Optimization exercise on an open flow, not production practice.
RTL: at most simulated, not proved equivalent.
Function not checked: runs 1 to 6.
Power: default activity.

==> flow/design.v <==
`timescale 1 ns / 1 ps
module smash_fifo #(
	parameter ADDR_SIZE = 0,
	parameter DATA_SIZE = 32
) (
	input i_clk, i_rst,
	input  [DATA_SIZE - 1:0] i_data,
	output [DATA_SIZE - 1:0] o_data,
	input                    i_read,
	input                    i_write,
	output                   o_full,
	output                   o_empty
);
	reg [DATA_SIZE - 1:0] mem;
	reg full;
	assign o_data  = mem;
	assign o_full  = full;
	assign o_empty = !full;
	always @(posedge i_clk) begin
		if (i_write && !full) begin
			mem <= i_data;
		end
	end
	always @(posedge i_clk) begin
		if (i_rst) begin
			full <= 1'b0;
		end else if (i_write && !full) begin
			full <= 1'b1;
		end else if (i_read) begin
			full <= 1'b0;
		end
	end
endmodule
`timescale 1 ns / 1 ps
module smash_noc #(
	parameter ADDR_SIZE       = 4,
	parameter DATA_SIZE       = 32,
	parameter NUM_ROWS        = 16,
	parameter NUM_COLUMNS     = 16,
	parameter ROUTER_ROW_ADDR = 6,
	parameter ROUTER_COL_ADDR = 9
) (
	input 					 i_clk, i_rst,
	input 					 i_ready_up,
	input [ADDR_SIZE - 1:0]  i_addr_row_up,
	input [ADDR_SIZE - 1:0]  i_addr_col_up,
	input [DATA_SIZE - 1:0]  i_data_up,
	input 					 i_valid_up,
	output 	 				 o_ready_up,
	output 					 o_valid_up,
	output [ADDR_SIZE - 1:0] o_addr_row_up,
	output [ADDR_SIZE - 1:0] o_addr_col_up,
	output [DATA_SIZE - 1:0] o_data_up,
	input 					 i_ready_down,
	input [ADDR_SIZE - 1:0]  i_addr_row_down,
	input [ADDR_SIZE - 1:0]  i_addr_col_down,
	input [DATA_SIZE - 1:0]  i_data_down,
	input 					 i_valid_down,
	output 	 				 o_ready_down,
	output 					 o_valid_down,
	output [ADDR_SIZE - 1:0] o_addr_row_down,
	output [ADDR_SIZE - 1:0] o_addr_col_down,
	output [DATA_SIZE - 1:0] o_data_down,
	input 					 i_ready_left,
	input [ADDR_SIZE - 1:0]  i_addr_row_left,
	input [ADDR_SIZE - 1:0]  i_addr_col_left,
	input [DATA_SIZE - 1:0]  i_data_left,
	input 					 i_valid_left,
	output 	 				 o_ready_left,
	output 					 o_valid_left,
	output [ADDR_SIZE - 1:0] o_addr_row_left,
	output [ADDR_SIZE - 1:0] o_addr_col_left,
	output [DATA_SIZE - 1:0] o_data_left,
	input 					 i_ready_right,
	input [ADDR_SIZE - 1:0]  i_addr_row_right,
	input [ADDR_SIZE - 1:0]  i_addr_col_right,
	input [DATA_SIZE - 1:0]  i_data_right,
	input 					 i_valid_right,
	output 	 				 o_ready_right,
	output 					 o_valid_right,
	output [ADDR_SIZE - 1:0] o_addr_row_right,
	output [ADDR_SIZE - 1:0] o_addr_col_right,
	output [DATA_SIZE - 1:0] o_data_right,
	input 					 pcpi_valid,
	input [31:0] 			 pcpi_insn,
	input [31:0] 			 pcpi_rs1,
	input [31:0] 			 pcpi_rs2,
	output 	 				 pcpi_wr,
	output [31:0] 			 pcpi_rd,
	output 					 pcpi_wait,
	output 	 				 pcpi_ready
);
	localparam FW = 2 * ADDR_SIZE + DATA_SIZE;
	wire [4:0] src_valid = {pcpi_valid && pcpi_insn[31], i_valid_left, i_valid_down,
	                        i_valid_right, i_valid_up};
	wire [ADDR_SIZE - 1:0] src_row [0:4];
	wire [ADDR_SIZE - 1:0] src_col [0:4];
	wire [FW - 1:0] src_flit [0:4];
	assign src_row[0] = i_addr_row_up;    assign src_col[0] = i_addr_col_up;
	assign src_row[1] = i_addr_row_right; assign src_col[1] = i_addr_col_right;
	assign src_row[2] = i_addr_row_down;  assign src_col[2] = i_addr_col_down;
	assign src_row[3] = i_addr_row_left;  assign src_col[3] = i_addr_col_left;
	assign src_row[4] = pcpi_rs2[ADDR_SIZE - 1:0];
	assign src_col[4] = pcpi_rs2[2 * ADDR_SIZE - 1:ADDR_SIZE];
	assign src_flit[0] = {i_addr_col_up,    i_addr_row_up,    i_data_up};
	assign src_flit[1] = {i_addr_col_right, i_addr_row_right, i_data_right};
	assign src_flit[2] = {i_addr_col_down,  i_addr_row_down,  i_data_down};
	assign src_flit[3] = {i_addr_col_left,  i_addr_row_left,  i_data_left};
	assign src_flit[4] = {src_col[4], src_row[4], pcpi_rs1};
	reg [4:0] dir [0:4];
	integer s;
	always @(*) begin
		for (s = 0; s < 5; s = s + 1) begin
			dir[s][0] = src_col[s] == ROUTER_COL_ADDR && src_row[s] > ROUTER_ROW_ADDR;
			dir[s][1] = src_col[s] > ROUTER_COL_ADDR;
			dir[s][2] = src_col[s] == ROUTER_COL_ADDR && src_row[s] < ROUTER_ROW_ADDR;
			dir[s][3] = src_col[s] < ROUTER_COL_ADDR;
			dir[s][4] = src_col[s] == ROUTER_COL_ADDR && src_row[s] == ROUTER_ROW_ADDR;
		end
	end
	reg [4:0] req [0:4];
	integer a, b;
	always @(*) begin
		for (a = 0; a < 5; a = a + 1)
			for (b = 0; b < 5; b = b + 1)
				req[a][b] = src_valid[b] && dir[b][a];
		req[4][4] = 1'b0;
	end
	wire [4:0] out_ready;
	reg  [4:0] grant [0:4];
	wire [4:0] out_valid;
	wire [4:0] out_take;
	wire loc_full, loc_empty;
	wire pcpi_recv = pcpi_valid && !pcpi_insn[31];
	assign out_ready = {!loc_full, i_ready_left, i_ready_down, i_ready_right, i_ready_up};
	genvar o;
	generate
		for (o = 0; o < 5; o = o + 1) begin : g_out
			wire [4:0] oth = req[o] & ~grant[o];
			wire [4:0] pick;
			assign pick[4] = oth[4];
			assign pick[3] = oth[3] && !oth[4];
			assign pick[2] = oth[2] && !(|oth[4:3]);
			assign pick[1] = oth[1] && !(|oth[4:2]);
			assign pick[0] = oth[0] && !(|oth[4:1]);
			assign out_valid[o] = |(grant[o] & req[o]);
			assign out_take[o]  = out_valid[o] && out_ready[o];
			always @(posedge i_clk) begin
				if (i_rst)
					grant[o] <= 5'd1 << (o == 4 ? 0 : (o + 2) % 4);
				else if (!(out_valid[o] && !out_ready[o]) && |oth)
					grant[o] <= pick;
			end
		end
	endgenerate
	reg [FW - 1:0] out_flit [0:3];
	integer x, k;
	always @(*) begin
		for (x = 0; x < 4; x = x + 1) begin
			out_flit[x] = {FW{1'b0}};
			for (k = 0; k < 5; k = k + 1)
				out_flit[x] = out_flit[x] | ({FW{grant[x][k]}} & src_flit[k]);
		end
	end
	reg [DATA_SIZE - 1:0] loc_in;
	integer m;
	always @(*) begin
		loc_in = {DATA_SIZE{1'b0}};
		for (m = 0; m < 4; m = m + 1)
			loc_in = loc_in | ({DATA_SIZE{grant[4][m]}} & src_flit[m][DATA_SIZE - 1:0]);
	end
	smash_fifo #(0, DATA_SIZE) lane_fifo_center (
		.i_clk   (i_clk),
		.i_rst   (i_rst),
		.i_write (out_valid[4]),
		.i_read  (pcpi_recv),
		.i_data  (loc_in),
		.o_data  (pcpi_rd),
		.o_full  (loc_full),
		.o_empty (loc_empty)
	);
	assign o_valid_up    = out_valid[0];
	assign o_valid_right = out_valid[1];
	assign o_valid_down  = out_valid[2];
	assign o_valid_left  = out_valid[3];
	assign {o_addr_col_up,    o_addr_row_up,    o_data_up}    = out_flit[0];
	assign {o_addr_col_right, o_addr_row_right, o_data_right} = out_flit[1];
	assign {o_addr_col_down,  o_addr_row_down,  o_data_down}  = out_flit[2];
	assign {o_addr_col_left,  o_addr_row_left,  o_data_left}  = out_flit[3];
	reg [4:0] src_take;
	integer y, z;
	always @(*) begin
		for (y = 0; y < 5; y = y + 1) begin
			src_take[y] = 1'b0;
			for (z = 0; z < 5; z = z + 1)
				src_take[y] = src_take[y] | (dir[y][z] && grant[z][y] && out_ready[z]);
		end
	end
	assign o_ready_up    = src_take[0];
	assign o_ready_right = src_take[1];
	assign o_ready_down  = src_take[2];
	assign o_ready_left  = src_take[3];
	assign pcpi_ready = pcpi_insn[31] ? (src_take[4] || dir[4][4]) : loc_full;
	assign pcpi_wr    = !pcpi_insn[31];
	assign pcpi_wait  = pcpi_valid && !pcpi_ready;
endmodule
==> flow/flow/run.sh <==
#!/bin/bash
# Standard ORFS flow, with small buffers on the ports instead of the
# delay cells buffer_ports picks by default.
set -o pipefail
bash standard.sh BUFFER_PORTS_ARGS="-buffer_cell sky130_fd_sc_hd__buf_1" finish > flow.log 2>&1
==> flow/standard.sh <==
#!/bin/bash
# synth_recipe.tcl (not shown) runs the flow's synth.tcl, then flattens the netlist and writes it again
# the make line also repeats each setting of config.mk as NAME=value (left out here)
make -C /OpenROAD-flow-scripts/flow DESIGN_CONFIG=/design/flow/config.mk WORK_HOME=/design/flow/orfs CLKGATE_MAP_FILE= SYNTH_SCRIPT=/design/flow/synth_recipe.tcl "${@:-finish}"
==> flow/config.mk <==
export PLATFORM = sky130hd
export DESIGN_NAME = smash_noc
export DESIGN_NICKNAME = smash_noc
export VERILOG_FILES = /design/flow/design.v
export SDC_FILE = /design/flow/constraint.sdc
export NUM_CORES = 4
export LEC_CHECK = 0
export CAP_MARGIN = 20
export CORE_MARGIN = 2
export CORE_UTILIZATION = 30
export PLACE_DENSITY = 0.5
export SLEW_MARGIN = 20
==> flow/constraint.sdc <==
create_clock -name core_clock -period 6.0 [get_ports {i_clk}]
set_input_delay 1.2000 -clock core_clock [delete_from_list [all_inputs] [get_ports {i_clk}]]
set_output_delay 1.2000 -clock core_clock [all_outputs]
set_load 0.01 [all_outputs]
==> impl_metrics.py, run 1 <==
metrics = {
    "global_routing": {
        "grt_pass1_vias": 10500,
        "grt_use_total_pct": 30.6,
        "antenna_found_initial": 2,
        "grt_pass1_wl_um": 63300,
        "grt_max_degree": 46,
        "grt_overflow": 0,
    },
    "routing": {
        "wl_per_cell_um": 26.5,
        "first_iter_violations": 2779,
        "antenna_left": 0,
        "routed_via_density": 6.96,
        "vias": 11500,
        "wirelength_um": 43800,
        "drcViolationCount": 0,
        "drtPass1Iterations": 11,
    },
    "finish": {
        "area_growth_pct": 25.8,
        "fin_area_mm2": 0.00947,
        "fin_nets": 1588,
        "final_cell_mix": "buf_1 (414), a22oi_1 (224), nand2_1 (220)",
        "stdcell_count": 1652,
        "post-route-util_pct": 38.7,
        "layout_commonest_cell": "buf_1",
        "drive_gt1_share_pct": 4.75,
    },
    "worst_setup_path": {
        "reg2reg_to": "lane_fifo_center.mem[18]$_DFFE_PP_",
        "arrival_ns": 2.96,
        "endpoint_kind": "primary output",
        "reg2reg_setup_slack_ns": 3.02,
        "worstSetupPathType": "in2out",
        "crit_path_max_fanout": 7,
        "worstReg2RegStart": "grant[4][3]$_SDFFE_PP0P_",
        "rr_worst_depth": 5,
        "required_ns": 4.80,
        "cp-start-kind": "input pin",
    },
    "timing": {
        "final_hold_viol_count": 0,
        "skew_ns": 0.0114,
        "finalMaxSlewViolations": 0,
        "worst_slew_pin_slew_ns": 1.27,
        "period_minus_slack_ns": 4.16,
        "holdWs_ns": 0.517,
        "relSlewSlack_pct": 15.2,
        "finalSetupViolCount": 0,
        "post-route-period-util_pct": 69.3,
        "rsz0062_at_grt": "false",
        "worst_slack_ns": 1.84,
        "clock.fmax_ghz": 0.241,
        "fin_setup_tns_ns": 0,
    },
    "floorplan": {
        "die_w_um": 162,
        "rows": 57,
        "die-area_mm2": 0.0264,
        "ios": 470,
        "core_region_area_mm2": 0.0245,
        "die_h_um": 162,
        "initial_utilization_pct": 30.8,
    },
    "clocking": {
        "cts_tree": "done",
        "clk_latency_ns": 0.33,
        "cts_buffer_depth": 2,
        "root_buffer": "clkbuf_16",
        "path_clk_slew_ns": 0.05,
        "post-cts-setup-buffers": 0,
        "cts_inserted_buffers": 9,
        "clock-sinks": 57,
        "post_cts_resize_count": 0,
        "hold_buffers": 0,
        "cts-htree-levels": 3,
    },
    "worst_hold_path": {
        "min_to": "grant[2][3]$_SDFFE_PP0P_",
        "holdPathStages": 2,
        "hold_class": "reg2reg",
        "hold_start": "grant[2][3]$_SDFFE_PP0P_",
    },
    "yosys": {
        "synthesis.area_mm2": 0.00753,
        "synth_cell_types": 65,
        "yosys_warnings": 6,
        "synthAdderAreaFrac_pct": 0,
        "syn_avg_cell_area_um2": 7.43,
        "synthXorXnorAreaFrac_pct": 0,
        "ys_ff_latch": 57,
        "synth_top_family_by_area": "compound AO/OA/AOI/OAI gates",
        "muxShareOfSynthArea_pct": 0.133,
        "synth_edf_count": 32,
        "synth_ff_type": "edfxtp_1",
        "seq_area_frac_synth_pct": 19.4,
        "synthSimpleGateAreaFrac_pct": 22.2,
        "async_flop_share_pct": 0,
        "synth_nets": 1280,
        "synthCells": 1013,
        "synth-compound-area-share_pct": 51.3,
    },
    "power_and_ir_drop": {
        "pwr-share-comb_pct": 36.9,
        "p_seq_share_pct": 30.7,
        "powerDensity_mw_per_mm2": 175,
        "swShare_pct": 39.8,
        "switchingPower_mw": 0.661,
        "power.static_leakage_nw": 3.16,
        "power_mw": 1.66,
        "internal-power_mw": 1.00,
        "vdd_drop_max_uv": 107,
        "p_clk_share_pct": 32.4,
    },
    "placement": {
        "dp_hpwl_um": 28000,
        "placed_cell_area_mm2": 0.00912,
        "finalWeightedCongestion": 0.922,
        "port_buffers": 414,
        "place_worst_setup_slack_ns": 1.79,
        "dp_cells": 1633,
    },
    "status": {
        "status": "timing/DRC/antenna clean",
    },
    "job": {
        "maxCapViolCount": 0,
    },
}
==> power groups by stage <==
stage | Sequential [mW] | Clock [mW] | Combinational (mW)
after global placement | 0.512 | 0 | 0.599
after floorplan | 0.428 | 0 | 0.373
final | 0.510 | 0.538 | 0.613
after detailed placement | 0.513 | 0 | 0.598
after global routing | 0.507 | 0.567 | 0.664
after CTS | 0.504 | 0.556 | 0.601
==> state kept, by name, summed over array words and instances, names as in the netlist <==
name and cells:
lane_fifo_center.full 1, grant 24, lane_fifo_center.mem 32
==> how the worst max path moves through the flow <==
stage	slack, ns	startpoint	to	cells after the start
2_1_floorplan	1.89	i_addr_col_left[3]	lane_fifo_center.mem[0]$_DFFE_PP_	5
3_3_place_gp	1.82	i_addr_col_up[3]	lane_fifo_center.mem[15]$_DFFE_PP_	5
3_5_place_dp	1.79	i_addr_col_up[3]	lane_fifo_center.mem[16]$_DFFE_PP_	5
4_1_cts	1.95	i_addr_row_right[1]	o_ready_right	7
5_1_grt	1.81	i_addr_row_right[1]	o_ready_right	7
6_report	1.84	i_addr_row_right[1]	o_ready_right	7
==> logic make-up after synthesis <==
family | count (synthesis)
AO/OA/AOI/OAI | 469
multiplexers | 1
flip-flops | 57
AND/OR/NAND/NOR | 348
buffers and inverters | 138
==> synthesized netlist by cell type (4+ instances only) <==
master / count / area (um2)
nand2b_1: 7 / 43.8
nand4_1: 5 / 31.3
nand4b_1: 5 / 43.8
a21oi_1: 17 / 85.1
a222oi_1: 159 / 1590
o21ai_0: 20 / 100
nand2_1: 220 / 826
buf_2: 5 / 25.0
and3_1: 4 / 25.0
nor3_1: 9 / 45.0
a31oi_1: 10 / 62.6
inv_1: 8 / 30.0
nand3b_1: 5 / 37.5
edfxtp_1: 32 / 961
dfxtp_1: 25 / 500
nor2_1: 26 / 97.6
nand3_1: 22 / 110
or3_1: 8 / 50.1
clkbuf_1: 121 / 454
a22oi_1: 224 / 1680
nor4b_1: 5 / 43.8
o31ai_1: 7 / 52.6
==> area by class of cell <==
type                    instances  area [um2]
diodes                          2        5.00
clock buffers                  16         314
fillers                      2634       15000
inverters                       9        33.8
multi-input cells             818        5550
flip-flops and latches         57        1500
well taps                     324         405
repair buffers                426        1660
==> metal layers <==
metal  global-route usage (%)  vias to the layer above  routed length (um)
li1                         -                     4925                   -
met1                     40.1                     5428               16800
met2                     49.8                     1024               20100
met3                     5.19                      125                5510
met4                     12.6                        0                1340
met5                        0                        -                   0
==> worst max-delay path: stages <==
cell and delay (ns):
buf_1 0.26, nor4bb_1 0.71, nand2_1 0.10, o21ai_0 0.21, o21ai_0 0.12, o311ai_0 0.15
buf_1 0.20
==> inputs of run 2 (changes only) <==
--- a/flow/config.mk
+++ b/flow/config.mk
@@ -11,2 +11,3 @@
 export PLACE_DENSITY = 0.5
+export SETUP_SLACK_MARGIN = 2.6
 export SLEW_MARGIN = 20
==> impl_metrics.py, run 2 <==
metrics = {
    "finish": {
        "final_cell_mix": "buf_1 (360), a22oi_1 (224), nand2_1 (215)",
        "layout_commonest_cell": "buf_1",
        "reg_top3": "lane_fifo_center.mem (32), grant (24), lane_fifo_center.full (1)",
        "area_growth_pct": 39.4,
        "drive_gt1_share_pct": 14.1,
        "nFillCells": 2598,
        "stdcell_count": 1690,
        "regMostFlops": "lane_fifo_center.mem",
        "fin_nets": 1624,
        "largest_reg_flops": 32,
        "fin_area_mm2": 0.0105,
    },
    "clocking": {
        "cts_buffer_depth": 2,
        "cts_tree": "done",
        "hold_buffers": 0,
        "cts-htree-levels": 3,
        "root_buffer": "clkbuf_16",
        "clk_latency_ns": 0.34,
        "cts_inserted_buffers": 9,
        "clock-sinks": 57,
        "path_clk_slew_ns": 0.06,
    },
    "timing": {
        "holdWs_ns": 0.670,
        "relSlewSlack_pct": 20.5,
        "rsz0062_at_grt": "true",
        "finalMaxSlewViolations": 0,
        "period_minus_slack_ns": 3.56,
        "finalSetupViolCount": 0,
        "skew_ns": 0.00695,
        "final_hold_viol_count": 0,
        "post-route-period-util_pct": 59.3,
        "clock.fmax_ghz": 0.281,
        "worst_slew_pin_slew_ns": 1.19,
        "fin_setup_tns_ns": 0,
    },
    "floorplan": {
        "initial_utilization_pct": 30.8,
        "ios": 470,
        "core_region_area_mm2": 0.0245,
        "die_w_um": 162,
        "die_h_um": 162,
        "die-area_mm2": 0.0264,
        "rows": 57,
    },
    "routing": {
        "routed_via_density": 6.89,
        "drcViolationCount": 0,
        "wirelength_um": 44600,
        "first_iter_violations": 2473,
        "vias": 11600,
        "antenna_left": 0,
        "drtPass1Iterations": 14,
        "wl_per_cell_um": 26.4,
    },
    "worst_setup_path": {
        "critical_path.top_delay_family": "compound AO/OA/AOI/OAI gates",
        "worstSetupPathType": "in2out",
        "crit_path_max_fanout": 6,
        "cp_cell_sequence": "buf_12 -> nand4bb_4 -> o311ai_2 -> o32a_1 -> nor2b_1 -> buf_2",
        "slowest_stage": "o311ai_2",
        "arrival_ns": 2.36,
        "cp-start-kind": "input pin",
        "endpoint_kind": "primary output",
        "required_ns": 4.80,
        "cpPeakStageDelay_ns": 0.30,
        "critPathBufInv": 2,
    },
    "global_routing": {
        "antenna_found_initial": 3,
        "grt_use_total_pct": 31.4,
        "grt_max_degree": 45,
        "grt_pass1_wl_um": 64500,
        "grt_pass1_vias": 10800,
        "grt_overflow": 0,
    },
    "status": {
        "status": "timing/DRC/antenna clean",
    },
    "yosys": {
        "synth_nets": 1280,
        "syn_avg_cell_area_um2": 7.43,
        "synthCells": 1013,
        "async_flop_share_pct": 0,
        "yosys_warnings": 6,
        "synth_ff_type": "edfxtp_1",
        "synth_commonest_cells": "a22oi_1 (224), nand2_1 (220), a222oi_1 (159)",
        "synthesis.area_mm2": 0.00753,
        "synth_cell_types": 65,
        "yosysTopAreaCell": "a22oi_1",
        "seq_area_frac_synth_pct": 19.4,
        "synth_area_leaders": "a22oi_1 (22%), a222oi_1 (21%), edfxtp_1 (13%), nand2_1 (11%), dfxtp_1 (6.6%)",
        "synth_top_area_share_pct": 22.3,
        "synth_edf_count": 32,
        "ys_ff_latch": 57,
        "synth_most_common_cell": "a22oi_1",
    },
    "job": {
        "maxCapViolCount": 0,
    },
    "placement": {
        "placed_cell_area_mm2": 0.00914,
        "finalWeightedCongestion": 0.927,
        "port_buffers": 414,
        "dp_hpwl_um": 28200,
        "dp_cells": 1636,
    },
    "power_and_ir_drop": {
        "vdd_drop_max_uv": 107,
        "power.static_leakage_nw": 3.70,
        "powerDensity_mw_per_mm2": 170,
        "power_mw": 1.78,
    },
    "worst_hold_path": {
        "hold_class": "reg2reg",
    },
}
## run 2: cell counts after synthesis
No cell type changed its count.
## run 2: path summary, 6_finish.rpt
path / endpoint / from / cells past startpoint / slack (ns)
hold / removal: grant[2][4]$_SDFFE_PP0P_ / grant[2][4]$_SDFFE_PP0P_ / 2 / 0.67
setup / recovery: pcpi_wait / pcpi_rs2[5] / 6 / 2.44
hold reg to reg: grant[2][4]$_SDFFE_PP0P_ / grant[2][4]$_SDFFE_PP0P_ / 2 / 0.67
setup reg to reg: lane_fifo_center.mem[14]$_DFFE_PP_ / grant[4][0]$_SDFFE_PP1P_ / 3 / 3.37
## run 2: power by group
part	internal, mW	leakage (nW)	switching, mW
registers	0.418	0.501	0.0794
logic	0.276	3.03	0.418
clock network	0.396	0.170	0.196
total	1.09	3.70	0.693
## run 2: stage by stage
stage,setup slack [ns],utilization [%]
2_1_floorplan,2.61,-
3_3_place_gp,1.89,37.4
3_5_place_dp,1.82,37.4
4_1_cts,2.46,41.4
5_1_grt,2.41,42.9
6_report,2.44,42.9
## run 2: kinds of logic (layout without fill, tap and decap cells)
kind of cell    count (synthesis)  after routing  share of synthesized area [%]
compound gates                469            469                           51.3
simple gates                  348            349                           22.2
buf+inv                       138            486                           6.98
flops                          57             57                           19.4
mux                             1              1                          0.133
other cells                     0              4                              0
## run 2: cell type report
cell class              count  area, um2  area share, %
clock inverters             2       38.8          0.370
clock buffers              14        307           2.92
repair buffers            461       2290           21.9
multi-input cells         819       5890           56.2
flip-flops and latches     57       1510           14.4
inverters                   9       33.8          0.322
diodes                      4       10.0         0.0954
well taps                 324        405           3.86
## run 2: repair_timing
item,in CTS,in global routing
gates cloned,1,0
buffers inserted,15,18
pin swaps,32,33
endpoints found under the hold margin,0,0
endpoints found under the setup margin,42,10
resized for setup,166,59
## run 2: layer usage
metal  global-route usage (%)  wire [um]  vias up
met2                     51.2      21000     1019
met1                     40.3      16800     5462
met5                        0          0        -
li1                         -          -     5018
met3                     6.34       5270      146
met4                     13.8       1510        0
## run 2: worst reg2reg max path, cell delays in order (launching register included)
cell       delay (ns)
dfxtp_2          0.94
inv_1            0.13
o2111ai_1        0.53
nor2b_4          0.65
==> inputs of run 3 (changes only) <==
--- a/flow/design.v
+++ b/flow/design.v
@@ -132,3 +132,3 @@
 	wire [4:0] out_take;
-	wire loc_full, loc_empty;
+	reg  loc_full;
 	wire pcpi_recv = pcpi_valid && !pcpi_insn[31];
@@ -164,19 +164,23 @@
 	end
-	reg [DATA_SIZE - 1:0] loc_in;
+	reg  [DATA_SIZE - 1:0] loc_data;
+	wire [3:0] loc_load = grant[4][3:0] & {4{!loc_full}};
+	reg  [DATA_SIZE - 1:0] loc_next;
 	integer m;
 	always @(*) begin
-		loc_in = {DATA_SIZE{1'b0}};
+		loc_next = loc_data & {DATA_SIZE{loc_full}};
 		for (m = 0; m < 4; m = m + 1)
-			loc_in = loc_in | ({DATA_SIZE{grant[4][m]}} & src_flit[m][DATA_SIZE - 1:0]);
-	end
-	smash_fifo #(0, DATA_SIZE) lane_fifo_center (
-		.i_clk   (i_clk),
-		.i_rst   (i_rst),
-		.i_write (out_valid[4]),
-		.i_read  (pcpi_recv),
-		.i_data  (loc_in),
-		.o_data  (pcpi_rd),
-		.o_full  (loc_full),
-		.o_empty (loc_empty)
-	);
+			loc_next = loc_next | ({DATA_SIZE{loc_load[m]}} & src_flit[m][DATA_SIZE - 1:0]);
+	end
+	always @(posedge i_clk) begin
+		loc_data <= loc_next;
+	end
+	always @(posedge i_clk) begin
+		if (i_rst)
+			loc_full <= 1'b0;
+		else if (out_take[4])
+			loc_full <= 1'b1;
+		else if (pcpi_recv)
+			loc_full <= 1'b0;
+	end
+	assign pcpi_rd = loc_data;
 	assign o_valid_up    = out_valid[0];
--- a/flow/config.mk
+++ b/flow/config.mk
@@ -10,2 +10,5 @@
 export CORE_UTILIZATION = 30
+export CTS_BUF_LIST = sky130_fd_sc_hd__clkbuf_8
+export CTS_CLUSTER_DIAMETER = 60
+export CTS_CLUSTER_SIZE = 20
 export PLACE_DENSITY = 0.5
==> impl_metrics.py, run 3 <==
metrics = {
    "placement": {
        "place_worst_setup_slack_ns": 1.68,
        "port_buffers": 414,
        "placed_cell_area_mm2": 0.00911,
        "dp_hpwl_um": 31000,
        "finalWeightedCongestion": 0.979,
    },
    "finish": {
        "area_growth_pct": 38.6,
        "fin_area_mm2": 0.0104,
        "post-route-util_pct": 42.5,
        "final_cell_mix": "buf_1 (361), a22oi_1 (224), nand2_1 (207)",
        "largest_reg_flops": 32,
        "regMostFlops": "loc_data",
        "layout_commonest_cell": "buf_1",
        "reg_top3": "loc_data (32), grant (24), loc_full (1)",
        "fin_nets": 1662,
        "drive_gt1_share_pct": 14.8,
    },
    "worst_setup_path": {
        "worstSetupPathType": "in2out",
        "required_ns": 4.80,
        "crit_path_max_fanout": 6,
        "arrival_ns": 2.40,
        "cp-start-kind": "input pin",
        "endpoint_kind": "primary output",
    },
    "routing": {
        "drtPass1Iterations": 12,
        "vias": 12300,
        "wl_per_cell_um": 28.9,
        "routed_via_density": 7.11,
        "antenna_left": 0,
        "first_iter_violations": 2857,
        "wirelength_um": 49900,
        "drcViolationCount": 0,
    },
    "yosys": {
        "synth_most_common_cell": "a22oi_1",
        "synthesis.area_mm2": 0.00747,
        "synth_edf_count": 0,
        "seq_area_frac_synth_pct": 15.3,
        "synth_cell_types": 70,
        "synth_nets": 1311,
        "yosysTopAreaCell": "a22oi_1",
        "syn_avg_cell_area_um2": 7.16,
        "synth_commonest_cells": "a22oi_1 (224), nand2_1 (211), a222oi_1 (159)",
        "async_flop_share_pct": 0,
        "synthCells": 1044,
        "synth_top_area_share_pct": 22.5,
        "synth_ff_type": "dfxtp_1",
        "ys_ff_latch": 57,
        "synth_area_leaders": "a22oi_1 (22%), a222oi_1 (21%), dfxtp_1 (15%), nand2_1 (11%), clkbuf_1 (5.8%)",
        "yosys_warnings": 5,
    },
    "timing": {
        "relSlewSlack_pct": 24.6,
        "holdWs_ns": 0.513,
        "period_minus_slack_ns": 3.60,
        "rsz0062_at_grt": "true",
        "skew_ns": 0.0185,
        "clock.fmax_ghz": 0.278,
        "final_hold_viol_count": 0,
        "finalMaxSlewViolations": 0,
        "post-route-period-util_pct": 60.1,
        "worst_slack_ns": 2.40,
        "fin_setup_tns_ns": 0,
        "worst_slew_pin_slew_ns": 1.13,
        "finalSetupViolCount": 0,
    },
    "floorplan": {
        "initial_utilization_pct": 30.6,
        "die_h_um": 162,
        "rows": 57,
        "ios": 470,
        "die-area_mm2": 0.0262,
        "core_region_area_mm2": 0.0244,
        "die_w_um": 162,
    },
    "power_and_ir_drop": {
        "power.static_leakage_nw": 3.71,
        "p_clk_share_pct": 26.9,
        "pwr-share-comb_pct": 45.2,
        "p_seq_share_pct": 27.9,
        "vdd_drop_max_uv": 71.6,
        "switchingPower_mw": 0.726,
        "internal-power_mw": 0.930,
        "swShare_pct": 43.9,
        "powerDensity_mw_per_mm2": 160,
    },
    "clocking": {
        "hold_buffers": 0,
        "path_clk_slew_ns": 0.07,
        "cts_buffer_depth": 2,
        "cts_inserted_buffers": 9,
        "clock-sinks": 57,
        "clk_latency_ns": 0.37,
        "cts-htree-levels": 3,
        "root_buffer": "clkbuf_8",
        "cts_tree": "done",
    },
    "global_routing": {
        "grt_overflow": 0,
        "grt_pass1_vias": 11600,
        "grt_max_degree": 45,
        "grt_pass1_wl_um": 72300,
        "grt_use_total_pct": 35.7,
        "antenna_found_initial": 4,
    },
    "job": {
        "maxCapViolCount": 0,
    },
    "status": {
        "status": "timing/DRC/antenna clean",
    },
    "worst_hold_path": {
        "hold_class": "reg2reg",
    },
}
run 3: layout make-up:
| cell class | count | area, um2 |
|---|---|---|
| fillers | 2619 | 14000 |
| multi-input cells | 849 | 6130 |
| repair buffers | 466 | 2360 |
| flip-flops and latches | 57 | 1190 |
| well taps | 324 | 405 |
| clock buffers | 11 | 151 |
| clock inverters | 4 | 76.3 |
| inverters | 12 | 45.0 |
| diodes | 3 | 7.51 |
run 3: worst paths after layout:
path | start | end | slack (ns) | cells past startpoint
worst min register to register | loc_data[12]$_DFF_P_ | loc_data[12]$_DFF_P_ | 0.51 | 2
worst max-delay path | i_addr_row_left[2] | o_valid_up | 2.40 | 6
worst min-delay path | loc_data[12]$_DFF_P_ | loc_data[12]$_DFF_P_ | 0.51 | 2
worst max register to register | grant[1][3]$_SDFFE_PP1P_ | grant[1][2]$_SDFFE_PP0P_ | 3.50 | 6
run 3: logic make-up (layout without fill, tap and decap cells):
group                  Yosys count  in the layout  synth area share (%)
DFF                             57             57                  15.3
and+or+nand+nor                368            372                  24.0
buffers and inverters          142            493                  7.93
other                            0              3                     0
muxes                            2              2                 0.268
AOI/OAI and AO/OA              475            475                  52.5
run 3: critical path, stage by stage:
cell and delay (ns):
buf_12 0.11, a31oi_4 0.21, and2b_2 0.27, a2111oi_4 0.31, nand2_1 0.14, buf_2 0.16
run 3: routing by layer:
metal  GRT usage [%]  share of wire [%]  vias up
li1                -                  -     5115
met1            43.9                 36     5749
met2            56.9                 45     1174
met3            9.63                 13      236
met4            19.1                5.0        2
met5               0              0.026        -
run 3: metrics by stage:
| step | instances | power (mW) |
|---|---|---|
| floorplan | 1044 | 0.788 |
| global placement | 1666 | 1.13 |
| detailed placement | 1668 | 1.13 |
| CTS | 1712 | 1.63 |
| global route | 1726 | 1.73 |
| finish | 1726 | 1.66 |
run 3: power groups by stage:
stage	clock network, mW	registers, mW	logic, mW
2_1_floorplan	0	0.419	0.369
3_3_place_gp	0	0.478	0.649
3_5_place_dp	0	0.477	0.652
4_1_cts	0.460	0.467	0.700
5_1_grt	0.472	0.462	0.797
6_report	0.446	0.462	0.748
run 3: timing repair:
| action | CTS | global route |
|---|---|---|
| setup endpoints to repair | 11 | 12 |
| setup buffers | 25 | 9 |
| resized for setup | 162 | 40 |
| cloned | 4 | 0 |
| pin swaps | 29 | 23 |
==> inputs of run 4 (changes only) <==
--- a/flow/design.v
+++ b/flow/design.v
@@ -150,4 +150,8 @@
 					grant[o] <= 5'd1 << (o == 4 ? 0 : (o + 2) % 4);
-				else if (!(out_valid[o] && !out_ready[o]) && |oth)
-					grant[o] <= pick;
+				else if (!(out_valid[o] && !out_ready[o])) begin
+					if (|oth)
+						grant[o] <= pick;
+					else if (o < 4 && !out_valid[o])
+						grant[o] <= 5'b10000;
+				end
 			end
--- a/flow/config.mk
+++ b/flow/config.mk
@@ -10,7 +10,4 @@
 export CORE_UTILIZATION = 30
-export CTS_BUF_LIST = sky130_fd_sc_hd__clkbuf_8
-export CTS_CLUSTER_DIAMETER = 60
-export CTS_CLUSTER_SIZE = 20
 export PLACE_DENSITY = 0.5
-export SETUP_SLACK_MARGIN = 2.6
+export SETUP_SLACK_MARGIN = 2.3
 export SLEW_MARGIN = 20
==> impl_metrics.py, run 4 <==
metrics = {
    "status": {
        "status": "timing/DRC/antenna clean",
    },
    "worst_setup_path": {
        "reg2reg_setup_slack_ns": 3.39,
        "cp-start-kind": "input pin",
        "worstReg2RegStart": "grant[2][0]$_SDFFE_PP1P_",
        "endpoint_kind": "primary output",
        "critPathLaunch": "i_addr_col_up[2]",
        "crit_path_max_fanout": 10,
        "worstSetupPathType": "in2out",
        "required_ns": 4.80,
        "arrival_ns": 2.49,
    },
    "floorplan": {
        "die_h_um": 162,
        "core_region_area_mm2": 0.0244,
        "die_w_um": 162,
        "rows": 57,
        "initial_utilization_pct": 30.7,
        "ios": 470,
        "die-area_mm2": 0.0263,
    },
    "timing": {
        "fin_setup_tns_ns": 0,
        "period_minus_slack_ns": 3.69,
        "worst_slack_ns": 2.31,
        "holdWs_ns": 0.479,
        "post-route-period-util_pct": 61.4,
        "relSlewSlack_pct": 19.3,
        "finalSetupViolCount": 0,
        "rsz0062_at_grt": "true",
        "skew_ns": 0.0101,
        "worst_slew_pin_slew_ns": 1.21,
        "finalMaxSlewViolations": 0,
        "final_hold_viol_count": 0,
        "clock.fmax_ghz": 0.271,
    },
    "power_and_ir_drop": {
        "vdd_drop_max_uv": 98.7,
        "powerDensity_mw_per_mm2": 181,
        "p_clk_share_pct": 30.9,
        "swShare_pct": 42.6,
        "internal-power_mw": 1.01,
        "power.static_leakage_nw": 3.56,
        "pwr-share-comb_pct": 42.5,
        "switchingPower_mw": 0.753,
        "p_seq_share_pct": 26.5,
    },
    "finish": {
        "regMostFlops": "loc_data",
        "area_growth_pct": 30.1,
        "drive_gt1_share_pct": 10.4,
        "nFillCells": 2696,
        "largest_reg_flops": 32,
        "fin_nets": 1645,
        "final_cell_mix": "buf_1 (377), a22oi_1 (225), nand2_1 (216)",
        "layout_commonest_cell": "buf_1",
        "post-route-util_pct": 40.0,
        "reg_top3": "loc_data (32), grant (24), loc_full (1)",
        "register_area_mm2": 0.00117,
        "stdcell_count": 1707,
        "multi_input_area_mm2": 0.00596,
    },
    "routing": {
        "vias": 12200,
        "drtPass1Iterations": 12,
        "wl_per_cell_um": 28.1,
        "drcViolationCount": 0,
        "wirelength_um": 48000,
        "first_iter_violations": 3094,
        "antenna_left": 0,
        "routed_via_density": 7.13,
    },
    "yosys": {
        "synth_area_leaders": "a22oi_1 (23%), a222oi_1 (21%), dfxtp_1 (15%), nand2_1 (11%), clkbuf_1 (6.2%)",
        "synth_cell_types": 69,
        "synthesis.area_mm2": 0.00750,
        "synth_ff_type": "dfxtp_1",
        "ys_ff_latch": 57,
        "yosysTopAreaCell": "a22oi_1",
        "seq_area_frac_synth_pct": 15.2,
        "synth_edf_count": 0,
        "synth_most_common_cell": "a22oi_1",
        "synth_top_area_share_pct": 22.5,
        "synth_nets": 1327,
        "syn_avg_cell_area_um2": 7.07,
        "async_flop_share_pct": 0,
        "synthCells": 1060,
        "synth_commonest_cells": "a22oi_1 (225), nand2_1 (218), a222oi_1 (160)",
        "yosys_warnings": 5,
    },
    "global_routing": {
        "grt_overflow": 0,
        "grt_pass1_vias": 11400,
        "grt_use_total_pct": 34.0,
        "antenna_found_initial": 2,
        "grt_pass1_wl_um": 69600,
        "grt_max_degree": 45,
    },
    "clocking": {
        "cts-htree-levels": 3,
        "clock-sinks": 57,
        "cts_buffer_depth": 2,
        "path_clk_slew_ns": 0.06,
        "cts_inserted_buffers": 9,
        "cts_tree": "done",
        "root_buffer": "clkbuf_16",
        "clk_latency_ns": 0.33,
    },
    "placement": {
        "dp_cells": 1683,
        "place_worst_setup_slack_ns": 1.81,
        "finalWeightedCongestion": 0.979,
        "dp_hpwl_um": 31300,
        "port_buffers": 414,
    },
    "job": {
        "maxCapViolCount": 0,
    },
    "worst_hold_path": {
        "hold_start": "loc_full$_SDFFE_PP0P_",
        "hold_class": "reg2reg",
    },
}
## run 4: layer usage
layer | vias to the layer above | global-route usage, % | part of all wire (%)
met5 | - | 0 | 0
met4 | 0 | 14.8 | 3.6
met3 | 164 | 6.69 | 12
met2 | 1134 | 55.9 | 46
met1 | 5781 | 43.4 | 38
li1 | 5097 | - | -
## run 4: final cells by class
type                       instances  share of cell area [%]
multi-input combinational        851                    61.1
timing repair buffer             444                    19.0
sequential                        57                    12.0
tap                              324                    4.16
clock buffer                      10                    2.35
clock inverter                     4                   0.719
inverter                          15                   0.577
antenna                            2                  0.0513
## run 4: kinds of logic after synthesis
logic type	share of synthesized area, %
buffers and inverters	7.96
muxes	1.08
and+or+nand+nor	23.6
DFF	15.2
AOI/OAI and AO/OA	52.2
## run 4: critical path, cell delays in order
cell      delay (ns)
buf_4           0.16
and4bb_2        0.30
nand2_2         0.10
o211ai_1        0.11
a311oi_2        0.35
inv_2           0.12
buf_6           0.14
## run 4: path summary, 6_finish.rpt
| kind | end | cells after the start |
|---|---|---|
| setup / recovery | o_valid_down | 7 |
| hold / removal | loc_full$_SDFFE_PP0P_ | 1 |
| setup reg to reg | grant[2][3]$_SDFFE_PP0P_ | 7 |
| hold reg to reg | loc_full$_SDFFE_PP0P_ | 1 |
## run 4: repair_timing
action	CTS	global route
hold buffers	0	0
hold endpoints to repair	0	0
gates resized for setup	41	43
buffers inserted	5	3
pin swaps	6	5
setup endpoints to repair	9	9
## run 4: power groups by stage
stage | clock network, mW | logic [mW] | registers [mW]
final | 0.547 | 0.752 | 0.469
after global routing | 0.576 | 0.800 | 0.469
after CTS | 0.564 | 0.723 | 0.465
after detailed placement | 0 | 0.711 | 0.473
after global placement | 0 | 0.711 | 0.473
after floorplan | 0 | 0.405 | 0.421
## run 4: metrics by stage
| step | power (mW) | instance area (um2) |
|---|---|---|
| final | 1.77 | 9750 |
| after global routing | 1.85 | 9750 |
| after CTS | 1.75 | 9590 |
| after detailed placement | 1.18 | 9140 |
| after global placement | 1.18 | 9140 |
| after floorplan | 0.826 | 7500 |
==> inputs of run 5 (changes only) <==
--- a/flow/config.mk
+++ b/flow/config.mk
@@ -9,4 +9,4 @@
 export CORE_MARGIN = 2
-export CORE_UTILIZATION = 30
-export PLACE_DENSITY = 0.5
+export CORE_UTILIZATION = 45
+export PLACE_DENSITY = 0.65
 export SETUP_SLACK_MARGIN = 2.3
==> impl_metrics.py, run 5 <==
metrics = {
    "status": {
        "status": "timing/DRC/antenna clean",
    },
    "floorplan": {
        "die_w_um": 133,
        "initial_utilization_pct": 45.7,
        "die-area_mm2": 0.0177,
        "die_h_um": 133,
        "rows": 47,
        "ios": 470,
        "core_region_area_mm2": 0.0164,
    },
    "yosys": {
        "syn_avg_cell_area_um2": 7.07,
        "synth_cell_types": 69,
        "synth_nets": 1327,
        "synth_most_common_cell": "a22oi_1",
        "ys_ff_latch": 57,
        "synthesis.area_mm2": 0.00750,
        "yosysTopAreaCell": "a22oi_1",
        "synth_edf_count": 0,
        "async_flop_share_pct": 0,
        "synth_ff_type": "dfxtp_1",
        "synth_commonest_cells": "a22oi_1 (225), nand2_1 (218), a222oi_1 (160)",
        "synth_area_leaders": "a22oi_1 (23%), a222oi_1 (21%), dfxtp_1 (15%), nand2_1 (11%), clkbuf_1 (6.2%)",
        "yosys_warnings": 5,
        "synth_top_area_share_pct": 22.5,
        "seq_area_frac_synth_pct": 15.2,
        "synthCells": 1060,
    },
    "timing": {
        "final_hold_viol_count": 0,
        "worst_slew_pin_slew_ns": 1.25,
        "skew_ns": 0.0113,
        "clock.fmax_ghz": 0.266,
        "relSlewSlack_pct": 16.6,
        "rsz0062_at_grt": "true",
        "post-route-period-util_pct": 62.6,
        "finalMaxSlewViolations": 0,
        "fin_setup_tns_ns": 0,
        "period_minus_slack_ns": 3.75,
        "finalSetupViolCount": 0,
    },
    "worst_setup_path": {
        "slowest_stage": "or3b_2",
        "crit_path_max_fanout": 7,
        "reg2reg_setup_slack_ns": 3.35,
        "critical_path.top_delay_family": "simple AND/OR/NAND/NOR gates",
        "worstReg2RegStart": "grant[3][4]$_SDFFE_PP0P_",
        "arrival_ns": 2.55,
        "rr_worst_depth": 5,
        "worstSetupPathType": "in2out",
        "cpPeakStageDelay_ns": 0.45,
        "endpoint_kind": "primary output",
        "crit_top_cell": "buf_2",
        "cp_cell_sequence": "buf_2 -> nand4bb_4 -> or3b_2 -> o221ai_1 -> nand2_1 -> o311ai_1 -> buf_2",
        "critPathBufInv": 2,
        "reg2reg_to": "grant[3][3]$_SDFFE_PP0P_",
        "required_ns": 4.80,
        "cp-start-kind": "input pin",
    },
    "global_routing": {
        "antenna_found_initial": 6,
        "grt_use_total_pct": 45.7,
        "grt_overflow": 0,
        "grt_max_degree": 46,
        "grt_pass1_wl_um": 63600,
        "grt_pass1_vias": 11300,
    },
    "routing": {
        "antenna_left": 0,
        "first_iter_violations": 3053,
        "vias": 12300,
        "drcViolationCount": 0,
        "routed_via_density": 7.66,
        "drtPass1Iterations": 22,
        "wirelength_um": 44100,
        "wl_per_cell_um": 27.5,
    },
    "finish": {
        "regMostFlops": "loc_data",
        "final_cell_mix": "buf_1 (378), a22oi_1 (225), nand2_1 (217)",
        "stdcell_count": 1600,
        "largest_reg_flops": 32,
        "post-route-util_pct": 58.2,
        "reg_top3": "loc_data (32), grant (24), loc_full (1)",
        "area_growth_pct": 27.4,
        "drive_gt1_share_pct": 9.82,
        "layout_commonest_cell": "buf_1",
        "fin_nets": 1637,
    },
    "placement": {
        "finalWeightedCongestion": 1.01,
        "dp_hpwl_um": 26800,
        "port_buffers": 414,
        "dp_cells": 1565,
    },
    "clocking": {
        "hold_buffers": 0,
        "path_clk_slew_ns": 0.05,
        "clk_latency_ns": 0.34,
        "cts_buffer_depth": 2,
        "cts-htree-levels": 3,
        "root_buffer": "clkbuf_16",
        "cts_inserted_buffers": 9,
        "clock-sinks": 57,
        "cts_tree": "done",
    },
    "worst_hold_path": {
        "hold_class": "reg2reg",
        "min_to": "loc_data[9]$_DFF_P_",
        "holdPathStages": 2,
        "hold_start": "loc_data[9]$_DFF_P_",
    },
    "power_and_ir_drop": {
        "power.static_leakage_nw": 3.52,
        "vdd_drop_max_uv": 167,
        "powerDensity_mw_per_mm2": 187,
    },
    "job": {
        "maxCapViolCount": 0,
    },
}
## run 5: worst reg2reg max path, stage by stage, from the launching register on
cell	delay, ns
dfxtp_2	1.13
and3b_1	0.32
a32o_1	0.26
o31ai_1	0.25
o21ai_1	0.26
a41o_1	0.31
## run 5: logic make-up (layout without fill, tap and decap cells)
group           count (synthesis)  after routing  share of synthesized area, %
simple gates                  374            377                          23.6
other cells                     0              5                             0
compound gates                469            469                          52.2
buf+inv                       152            464                          7.96
mux                             8              8                          1.08
flops                          57             57                          15.2
## run 5: repair_timing
action | CTS | global route
pin swaps | 6 | 8
buffers inserted | 6 | 4
endpoints found under the setup margin | 10 | 9
resized for setup | 31 | 35
hold endpoints to repair | 0 | 0
cloned | 2 | 1
## run 5: routing by layer
metal	up-vias	GRT usage [%]	share of wire [%]
li1	5096	-	-
met1	5454	54.9	33
met2	1389	69.8	43
met3	311	13.8	16
met4	2	31.8	7.3
met5	-	0	0.054
## run 5: worst max-delay path by stage
stage | start | to | slack [ns] | cells after the start
floorplan | i_addr_col_down[2] | o_valid_up | 2.50 | 5
global placement | i_addr_col_left[0] | o_valid_down | 1.87 | 7
detailed placement | i_addr_col_right[0] | o_valid_up | 1.86 | 5
CTS | i_addr_col_down[3] | o_valid_up | 2.21 | 7
global route | i_addr_col_down[0] | o_valid_up | 2.21 | 7
finish | i_addr_row_up[3] | o_ready_up | 2.25 | 7
## run 5: final cells by class
| type | instances | area (um2) |
|---|---|---|
| Tap cell | 220 | 275 |
| Sequential cell | 57 | 1170 |
| Multi-Input combinational cell | 854 | 5950 |
| Clock inverter | 7 | 103 |
| Timing Repair Buffer | 433 | 1760 |
| Clock buffer | 9 | 225 |
| Antenna cell | 5 | 12.5 |
| Fill cell | 1649 | 6850 |
| Inverter | 15 | 56.3 |
## run 5: power by group
group / total [mW] / switching [mW] / internal (mW)
registers: 0.510 / 0.110 / 0.400
logic: 0.696 / 0.444 / 0.252
clock network: 0.576 / 0.209 / 0.367
## run 5: through the flow
stage / cell area, um2 / setup slack [ns] / power [mW] / hold slack (ns)
floorplan: 7500 / 2.50 / 0.826 / 0.474
global placement: 8900 / 1.87 / 1.16 / 0.493
finish: 9550 / 2.25 / 1.78 / 0.513
global route: 9550 / 2.21 / 1.85 / 0.530
detailed placement: 8900 / 1.86 / 1.16 / 0.494
CTS: 9380 / 2.21 / 1.75 / 0.510
==> inputs of run 6 (changes only) <==
--- a/flow/design.v
+++ b/flow/design.v
@@ -135,2 +135,4 @@
 	assign out_ready = {!loc_full, i_ready_left, i_ready_down, i_ready_right, i_ready_up};
+	wire [4:0] cpu_win;
+	wire [4:0] sel [0:4];
 	genvar o;
@@ -138,19 +140,23 @@
 		for (o = 0; o < 5; o = o + 1) begin : g_out
-			wire [4:0] oth = req[o] & ~grant[o];
-			wire [4:0] pick;
-			assign pick[4] = oth[4];
-			assign pick[3] = oth[3] && !oth[4];
-			assign pick[2] = oth[2] && !(|oth[4:3]);
-			assign pick[1] = oth[1] && !(|oth[4:2]);
-			assign pick[0] = oth[0] && !(|oth[4:1]);
-			assign out_valid[o] = |(grant[o] & req[o]);
+			reg nb_lock;
+			wire cpu = o < 4 && req[o][4] && !nb_lock;
+			wire [3:0] oth = req[o][3:0] & ~grant[o][3:0];
+			wire [3:0] pick;
+			assign pick[3] = oth[3];
+			assign pick[2] = oth[2] && !oth[3];
+			assign pick[1] = oth[1] && !(|oth[3:2]);
+			assign pick[0] = oth[0] && !(|oth[3:1]);
+			wire nb_shown = !cpu && |(grant[o][3:0] & req[o][3:0]);
+			assign cpu_win[o] = cpu;
+			assign sel[o] = {cpu, grant[o][3:0] & {4{!cpu}}};
+			assign out_valid[o] = cpu || nb_shown;
 			assign out_take[o]  = out_valid[o] && out_ready[o];
 			always @(posedge i_clk) begin
-				if (i_rst)
+				if (i_rst) begin
 					grant[o] <= 5'd1 << (o == 4 ? 0 : (o + 2) % 4);
-				else if (!(out_valid[o] && !out_ready[o])) begin
-					if (|oth)
-						grant[o] <= pick;
-					else if (o < 4 && !out_valid[o])
-						grant[o] <= 5'b10000;
+					nb_lock  <= 1'b0;
+				end else begin
+					nb_lock <= nb_shown && !out_ready[o];
+					if (!(nb_shown && !out_ready[o]) && |oth)
+						grant[o] <= {1'b0, pick};
 				end
@@ -165,3 +171,3 @@
 			for (k = 0; k < 5; k = k + 1)
-				out_flit[x] = out_flit[x] | ({FW{grant[x][k]}} & src_flit[k]);
+				out_flit[x] = out_flit[x] | ({FW{sel[x][k]}} & src_flit[k]);
 		end
@@ -203,3 +209,3 @@
 			for (z = 0; z < 5; z = z + 1)
-				src_take[y] = src_take[y] | (dir[y][z] && grant[z][y] && out_ready[z]);
+				src_take[y] = src_take[y] | (dir[y][z] && sel[z][y] && out_ready[z]);
 		end
--- a/flow/config.mk
+++ b/flow/config.mk
@@ -9,5 +9,5 @@
 export CORE_MARGIN = 2
-export CORE_UTILIZATION = 45
-export PLACE_DENSITY = 0.65
-export SETUP_SLACK_MARGIN = 2.3
+export CORE_UTILIZATION = 30
+export PLACE_DENSITY = 0.5
+export SETUP_SLACK_MARGIN = 2.6
 export SLEW_MARGIN = 20
==> impl_metrics.py, run 6 <==
metrics = {
    "worst_setup_path": {
        "crit_path_max_fanout": 6,
        "worstReg2RegStart": "grant[1][3]$_SDFFE_PP1P_",
        "slowest_stage": "or4_4",
        "endpoint_kind": "primary output",
        "cpPeakStageDelay_ns": 0.55,
        "worstSetupPathType": "in2out",
        "rr_worst_depth": 7,
        "arrival_ns": 2.90,
        "cp-start-kind": "input pin",
        "reg2reg_setup_slack_ns": 3.56,
        "required_ns": 4.80,
        "critPathLaunch": "pcpi_rs2[0]",
        "reg2reg_to": "grant[1][2]$_SDFFE_PP0P_",
        "crit_top_cell": "buf_2",
        "cp_cell_sequence": "buf_2 -> a31oi_4 -> or4_4 -> nand2_4 -> o22ai_2 -> o21ai_2 -> o311ai_2 -> buf_2",
    },
    "yosys": {
        "synthesis.area_mm2": 0.00801,
        "synthCells": 1203,
        "synth_commonest_cells": "a22oi_1 (379), nor2_1 (178), a31oi_1 (152)",
        "seq_area_frac_synth_pct": 14.2,
        "synth_edf_count": 0,
        "synth_most_common_cell": "a22oi_1",
        "yosysTopAreaCell": "a22oi_1",
        "synth_area_leaders": "a22oi_1 (36%), dfxtp_1 (14%), a31oi_1 (12%), nor2_1 (8.3%), clkbuf_1 (5.8%)",
        "ys_ff_latch": 57,
        "async_flop_share_pct": 0,
        "yosys_warnings": 5,
        "synth_nets": 1470,
        "synth_top_area_share_pct": 35.5,
        "synth_ff_type": "dfxtp_1",
        "synth_cell_types": 64,
        "syn_avg_cell_area_um2": 6.66,
    },
    "routing": {
        "vias": 13900,
        "drtPass1Iterations": 30,
        "first_iter_violations": 2156,
        "wl_per_cell_um": 31.0,
        "drcViolationCount": 0,
        "wirelength_um": 60200,
        "routed_via_density": 7.16,
        "antenna_left": 0,
    },
    "worst_hold_path": {
        "hold_start": "loc_data[25]$_DFF_P_",
        "hold_class": "reg2reg",
        "min_to": "loc_data[25]$_DFF_P_",
        "holdPathStages": 2,
    },
    "clocking": {
        "path_clk_slew_ns": 0.05,
        "cts_tree": "done",
        "clk_latency_ns": 0.35,
        "cts_inserted_buffers": 9,
        "clock-sinks": 57,
        "cts_buffer_depth": 2,
        "root_buffer": "clkbuf_16",
        "cts-htree-levels": 3,
    },
    "finish": {
        "nFillCells": 2538,
        "multi_input_area_mm2": 0.00855,
        "post-route-util_pct": 55.0,
        "largest_reg_flops": 32,
        "area_growth_pct": 79.5,
        "drive_gt1_share_pct": 36.3,
        "register_area_mm2": 0.00116,
        "layout_commonest_cell": "a22oi_1",
        "final_cell_mix": "a22oi_1 (379), buf_1 (251), buf_2 (90)",
        "regMostFlops": "loc_data",
        "reg_top3": "loc_data (32), grant (20), g_out.nb_lock (4)",
        "fin_nets": 1867,
    },
    "timing": {
        "worst_slack_ns": 1.90,
        "period_minus_slack_ns": 4.10,
        "rsz0062_at_grt": "true",
        "post-route-period-util_pct": 68.3,
        "fin_setup_tns_ns": 0,
        "relSlewSlack_pct": 24.1,
        "clock.fmax_ghz": 0.244,
        "skew_ns": 0.0135,
        "holdWs_ns": 0.508,
        "finalSetupViolCount": 0,
        "worst_slew_pin_slew_ns": 1.14,
        "finalMaxSlewViolations": 0,
        "final_hold_viol_count": 0,
    },
    "global_routing": {
        "grt_pass1_vias": 12800,
        "antenna_found_initial": 0,
        "grt_use_total_pct": 39.4,
        "grt_overflow": 0,
        "grt_pass1_wl_um": 83800,
        "grt_max_degree": 38,
    },
    "placement": {
        "port_buffers": 414,
        "finalWeightedCongestion": 0.937,
        "dp_hpwl_um": 34500,
        "place_worst_setup_slack_ns": 1.33,
    },
    "floorplan": {
        "core_region_area_mm2": 0.0261,
        "die_w_um": 167,
        "ios": 470,
        "initial_utilization_pct": 30.6,
        "die_h_um": 167,
        "rows": 59,
        "die-area_mm2": 0.0280,
    },
    "job": {
        "maxCapViolCount": 0,
    },
    "power_and_ir_drop": {
        "power.static_leakage_nw": 4.85,
        "vdd_drop_max_uv": 120,
        "power_mw": 2.17,
        "powerDensity_mw_per_mm2": 151,
    },
    "status": {
        "status": "timing/DRC/antenna clean",
    },
}
==> run 6: area by class of cell <==
cell class	instances	share of cell area (%)
inverter	10	0.261
timing repair buffer	527	26.9
clock buffer	11	1.76
tap	335	2.92
antenna	1	0.0174
clock inverter	5	0.540
multi-input combinational	995	59.5
sequential	57	8.09
==> run 6: report_power, final <==
part | total (mW) | switching (mW) | leakage, nW | internal, mW
Clock | 0.599 | 0.214 | 0.162 | 0.385
Combinational | 1.12 | 0.630 | 4.21 | 0.495
Sequential | 0.450 | 0.0521 | 0.478 | 0.398
==> run 6: routing by layer <==
| layer | part of all wire [%] | wire [um] | track usage [%] | vias up |
|---|---|---|---|---|
| li1 | - | - | - | 5689 |
| met1 | 36 | 21600 | 48.3 | 6714 |
| met2 | 46 | 27500 | 63.9 | 1202 |
| met3 | 12 | 7260 | 9.05 | 285 |
| met4 | 6.4 | 3860 | 21.6 | 0 |
| met5 | 0 | 0 | 0 | - |
==> run 6: cell families (layout without fill, tap and decap cells) <==
logic type | Yosys count | after routing | synth area share (%)
muxes | 8 | 8 | 1.00
other | 0 | 1 | 0
AOI/OAI and AO/OA | 610 | 610 | 54.7
DFF | 57 | 57 | 14.2
buffers and inverters | 159 | 553 | 7.83
and+or+nand+nor | 369 | 377 | 22.3
==> run 6: stage by stage <==
stage          std cells  cell area [um2]
2_1_floorplan       1203             9210
3_3_place_gp        1831            10800
6_report            1941            14400
4_1_cts             1913            13100
3_5_place_dp        1831            10800
5_1_grt             1940            14400
==> run 6: critical path: cells and delay by family <==
family | cells | cell delay [ns]
compound gates | 4 | 0.58
buf+inv | 2 | 0.42
simple gates | 2 | 0.68
==> run 6: worst max-delay path by stage <==
stage               cells after the start          endpoint
global route                            8      o_ready_left
global placement                        8      o_ready_down
floorplan                               6  o_addr_row_up[0]
detailed placement                      8      o_ready_down
CTS                                     8      o_ready_left
finish                                  8      o_ready_left
==> run 6: what timing repair did <==
action | in CTS | in global routing
gates resized for setup | 354 | 215
pin swaps | 28 | 17
endpoints found under the setup margin | 170 | 169
gates cloned | 22 | 10
buffers inserted | 44 | 16
hold buffers | 0 | 0
==> inputs of run 7 (changes only) <==
--- a/flow/design.v
+++ b/flow/design.v
@@ -2,3 +2,3 @@
 module smash_fifo #(
-	parameter ADDR_SIZE = 0,
+	parameter NUM_SRCS  = 4,
 	parameter DATA_SIZE = 32
@@ -6,8 +6,8 @@
 	input i_clk, i_rst,
-	input  [DATA_SIZE - 1:0] i_data,
-	output [DATA_SIZE - 1:0] o_data,
-	input                    i_read,
-	input                    i_write,
-	output                   o_full,
-	output                   o_empty
+	input  [NUM_SRCS * DATA_SIZE - 1:0] i_data,
+	input  [NUM_SRCS - 1:0]             i_sel,
+	output [DATA_SIZE - 1:0]            o_data,
+	input                               i_read,
+	input                               i_write,
+	output                              o_full
 );
@@ -15,19 +15,23 @@
 	reg full;
-	assign o_data  = mem;
-	assign o_full  = full;
-	assign o_empty = !full;
+	wire [NUM_SRCS - 1:0] load = i_sel & {NUM_SRCS{!full}};
+	reg  [DATA_SIZE - 1:0] mem_next;
+	integer k;
+	always @(*) begin
+		mem_next = mem & {DATA_SIZE{full}};
+		for (k = 0; k < NUM_SRCS; k = k + 1)
+			mem_next = mem_next | ({DATA_SIZE{load[k]}} & i_data[k * DATA_SIZE +: DATA_SIZE]);
+	end
 	always @(posedge i_clk) begin
-		if (i_write && !full) begin
-			mem <= i_data;
-		end
+		mem <= mem_next;
 	end
 	always @(posedge i_clk) begin
-		if (i_rst) begin
+		if (i_rst)
 			full <= 1'b0;
-		end else if (i_write && !full) begin
+		else if (i_write && !full)
 			full <= 1'b1;
-		end else if (i_read) begin
+		else if (i_read)
 			full <= 1'b0;
-		end
-	end
+	end
+	assign o_data = mem;
+	assign o_full = full;
 endmodule
@@ -132,7 +136,5 @@
 	wire [4:0] out_take;
-	reg  loc_full;
+	wire loc_full;
 	wire pcpi_recv = pcpi_valid && !pcpi_insn[31];
 	assign out_ready = {!loc_full, i_ready_left, i_ready_down, i_ready_right, i_ready_up};
-	wire [4:0] cpu_win;
-	wire [4:0] sel [0:4];
 	genvar o;
@@ -140,23 +142,19 @@
 		for (o = 0; o < 5; o = o + 1) begin : g_out
-			reg nb_lock;
-			wire cpu = o < 4 && req[o][4] && !nb_lock;
-			wire [3:0] oth = req[o][3:0] & ~grant[o][3:0];
-			wire [3:0] pick;
-			assign pick[3] = oth[3];
-			assign pick[2] = oth[2] && !oth[3];
-			assign pick[1] = oth[1] && !(|oth[3:2]);
-			assign pick[0] = oth[0] && !(|oth[3:1]);
-			wire nb_shown = !cpu && |(grant[o][3:0] & req[o][3:0]);
-			assign cpu_win[o] = cpu;
-			assign sel[o] = {cpu, grant[o][3:0] & {4{!cpu}}};
-			assign out_valid[o] = cpu || nb_shown;
+			wire [4:0] oth = req[o] & ~grant[o];
+			wire [4:0] pick;
+			assign pick[4] = oth[4];
+			assign pick[3] = oth[3] && !oth[4];
+			assign pick[2] = oth[2] && !(|oth[4:3]);
+			assign pick[1] = oth[1] && !(|oth[4:2]);
+			assign pick[0] = oth[0] && !(|oth[4:1]);
+			assign out_valid[o] = |(grant[o] & req[o]);
 			assign out_take[o]  = out_valid[o] && out_ready[o];
 			always @(posedge i_clk) begin
-				if (i_rst) begin
+				if (i_rst)
 					grant[o] <= 5'd1 << (o == 4 ? 0 : (o + 2) % 4);
-					nb_lock  <= 1'b0;
-				end else begin
-					nb_lock <= nb_shown && !out_ready[o];
-					if (!(nb_shown && !out_ready[o]) && |oth)
-						grant[o] <= {1'b0, pick};
+				else if (!(out_valid[o] && !out_ready[o])) begin
+					if (|oth)
+						grant[o] <= pick;
+					else if (o < 4 && !out_valid[o])
+						grant[o] <= 5'b10000;
 				end
@@ -171,26 +169,15 @@
 			for (k = 0; k < 5; k = k + 1)
-				out_flit[x] = out_flit[x] | ({FW{sel[x][k]}} & src_flit[k]);
-		end
-	end
-	reg  [DATA_SIZE - 1:0] loc_data;
-	wire [3:0] loc_load = grant[4][3:0] & {4{!loc_full}};
-	reg  [DATA_SIZE - 1:0] loc_next;
-	integer m;
-	always @(*) begin
-		loc_next = loc_data & {DATA_SIZE{loc_full}};
-		for (m = 0; m < 4; m = m + 1)
-			loc_next = loc_next | ({DATA_SIZE{loc_load[m]}} & src_flit[m][DATA_SIZE - 1:0]);
-	end
-	always @(posedge i_clk) begin
-		loc_data <= loc_next;
-	end
-	always @(posedge i_clk) begin
-		if (i_rst)
-			loc_full <= 1'b0;
-		else if (out_take[4])
-			loc_full <= 1'b1;
-		else if (pcpi_recv)
-			loc_full <= 1'b0;
-	end
-	assign pcpi_rd = loc_data;
+				out_flit[x] = out_flit[x] | ({FW{grant[x][k]}} & src_flit[k]);
+		end
+	end
+	smash_fifo #(4, DATA_SIZE) lane_fifo_center (
+		.i_clk   (i_clk),
+		.i_rst   (i_rst),
+		.i_data  ({i_data_left, i_data_down, i_data_right, i_data_up}),
+		.i_sel   (grant[4][3:0]),
+		.o_data  (pcpi_rd),
+		.i_read  (pcpi_recv),
+		.i_write (out_valid[4]),
+		.o_full  (loc_full)
+	);
 	assign o_valid_up    = out_valid[0];
@@ -209,3 +196,3 @@
 			for (z = 0; z < 5; z = z + 1)
-				src_take[y] = src_take[y] | (dir[y][z] && sel[z][y] && out_ready[z]);
+				src_take[y] = src_take[y] | (dir[y][z] && grant[z][y] && out_ready[z]);
 		end
--- a/flow/config.mk
+++ b/flow/config.mk
@@ -11,3 +11,3 @@
 export PLACE_DENSITY = 0.5
-export SETUP_SLACK_MARGIN = 2.6
+export SETUP_SLACK_MARGIN = 2.0
 export SLEW_MARGIN = 20
==> impl_metrics.py, run 7 <==
metrics = {
    "status": {
        "status": "timing/DRC/antenna clean",
    },
    "clocking": {
        "root_buffer": "clkbuf_16",
        "clock-sinks": 57,
        "cts_tree": "done",
        "cts_inserted_buffers": 9,
        "cts-htree-levels": 3,
        "path_clk_slew_ns": 0.05,
        "cts_buffer_depth": 2,
        "hold_buffers": 0,
        "clk_latency_ns": 0.34,
    },
    "yosys": {
        "synth_most_common_cell": "a22oi_1",
        "synthCells": 1059,
        "ys_ff_latch": 57,
        "synth_commonest_cells": "a22oi_1 (225), nand2_1 (219), a222oi_1 (159)",
        "synth_area_leaders": "a22oi_1 (22%), a222oi_1 (21%), dfxtp_1 (15%), nand2_1 (11%), clkbuf_1 (6.5%)",
        "synth_nets": 1326,
        "seq_area_frac_synth_pct": 15.2,
        "yosysTopAreaCell": "a22oi_1",
        "synth_edf_count": 0,
        "synthesis.area_mm2": 0.00753,
        "yosys_warnings": 10,
        "async_flop_share_pct": 0,
        "synth_ff_type": "dfxtp_1",
        "synth_cell_types": 76,
        "synth_top_area_share_pct": 22.4,
        "syn_avg_cell_area_um2": 7.11,
    },
    "placement": {
        "dp_hpwl_um": 31700,
        "finalWeightedCongestion": 0.964,
        "placed_cell_area_mm2": 0.00918,
        "port_buffers": 414,
    },
    "floorplan": {
        "die_h_um": 162,
        "die-area_mm2": 0.0264,
        "core_region_area_mm2": 0.0245,
        "rows": 57,
        "ios": 470,
        "die_w_um": 162,
        "initial_utilization_pct": 30.8,
    },
    "global_routing": {
        "grt_max_degree": 45,
        "antenna_found_initial": 2,
        "grt_pass1_vias": 11300,
        "grt_pass1_wl_um": 69400,
        "grt_use_total_pct": 33.9,
        "grt_overflow": 0,
    },
    "power_and_ir_drop": {
        "powerDensity_mw_per_mm2": 179,
        "vdd_drop_max_uv": 108,
        "power.static_leakage_nw": 3.41,
    },
    "finish": {
        "reg_top3": "lane_fifo_center.mem (32), grant (24), lane_fifo_center.full (1)",
        "largest_reg_flops": 32,
        "final_cell_mix": "buf_1 (404), a22oi_1 (225), nand2_1 (217)",
        "fin_area_mm2": 0.00952,
        "fin_nets": 1633,
        "area_growth_pct": 26.4,
        "register_area_mm2": 0.00117,
        "drive_gt1_share_pct": 7.44,
        "nFillCells": 2716,
        "multi_input_area_mm2": 0.00584,
        "layout_commonest_cell": "buf_1",
        "regMostFlops": "lane_fifo_center.mem",
    },
    "timing": {
        "rsz0062_at_grt": "true",
        "skew_ns": 0.0103,
        "post-route-period-util_pct": 66.2,
        "period_minus_slack_ns": 3.97,
        "finalSetupViolCount": 0,
        "finalMaxSlewViolations": 0,
        "final_hold_viol_count": 0,
        "worst_slew_pin_slew_ns": 0.868,
        "relSlewSlack_pct": 42.1,
        "fin_setup_tns_ns": 0,
        "clock.fmax_ghz": 0.252,
    },
    "worst_setup_path": {
        "worstSetupPathType": "in2out",
        "crit_path_max_fanout": 11,
        "cp-start-kind": "input pin",
        "required_ns": 4.80,
        "arrival_ns": 2.77,
        "endpoint_kind": "primary output",
    },
    "routing": {
        "wl_per_cell_um": 28.1,
        "wirelength_um": 47800,
        "drtPass1Iterations": 12,
        "antenna_left": 0,
        "vias": 12100,
        "first_iter_violations": 2972,
        "routed_via_density": 7.11,
        "drcViolationCount": 0,
    },
    "job": {
        "maxCapViolCount": 0,
    },
    "worst_hold_path": {
        "hold_class": "reg2reg",
    },
}
-- run 7: kinds of logic (layout without fill, tap and decap cells) --
group           after synthesis  after routing  synth area share [%]
simple gates                374            374                  24.2
mux                           3              3                 0.399
compound gates              470            470                  52.3
flops                        57             57                  15.2
other cells                   0              5                     0
buf+inv                     155            467                  7.91
-- run 7: worst paths after layout --
| path | startpoint | endpoint | cells past startpoint | slack [ns] |
|---|---|---|---|---|
| hold reg to reg | lane_fifo_center.mem[2]$_DFF_P_ | lane_fifo_center.mem[2]$_DFF_P_ | 2 | 0.51 |
| setup reg to reg | grant[3][1]$_SDFFE_PP1P_ | grant[3][2]$_SDFFE_PP0P_ | 6 | 3.47 |
| hold / removal | lane_fifo_center.mem[2]$_DFF_P_ | lane_fifo_center.mem[2]$_DFF_P_ | 2 | 0.51 |
| setup / recovery | i_addr_col_up[1] | o_valid_down | 6 | 2.03 |
-- run 7: cell type report --
type	count	share of cell area (%)
diodes	5	0.131
clock buffers	10	2.51
clock inverters	6	0.460
inverters	12	0.473
multi-input cells	847	61.4
flip-flops and latches	57	12.3
well taps	324	4.26
repair buffers	439	18.4
-- run 7: routing by layer --
layer	track usage, %	vias to the layer above	part of all wire [%]
met3	7.82	207	14
met4	16.2	0	5.0
met5	0	-	0
li1	-	5076	-
met1	43.2	5565	37
met2	54.0	1240	45
-- run 7: power breakdown --
group	switching (mW)	internal, mW	total, mW
Combinational	0.492	0.244	0.736
Sequential	0.0696	0.400	0.469
Clock	0.204	0.290	0.494
Total	0.766	0.934	1.70
-- run 7: per-stage QoR --
step           total power, mW  cells  setup WS (ns)  util (%)  hold slack [ns]
3_3_place_gp              1.18   1678           1.80      37.5            0.495
6_report                  1.70   1700           2.03      38.9            0.512
3_5_place_dp              1.18   1678           1.78      37.5            0.498
4_1_cts                   1.69   1695           2.02      38.8            0.514
2_1_floorplan            0.823   1059           2.21         -            0.466
5_1_grt                   1.78   1697           1.98      38.9            0.525
-- run 7: worst max-delay path: stages --
cell and delay, ns:
buf_2 0.16, or3b_4 0.42, or3_4 0.39, o22a_1 0.26, nand2_4 0.14, buf_1 0.19
-- run 7: what timing repair did --
item / 4_1_cts / 5_1_grt
endpoints found under the setup margin: 2 / 3
gates resized for setup: 12 / 3
buffers inserted: 1 / 0
Testbench counts of run 7, summed over its fixed seeds: cycles 3,730, items 8,000.
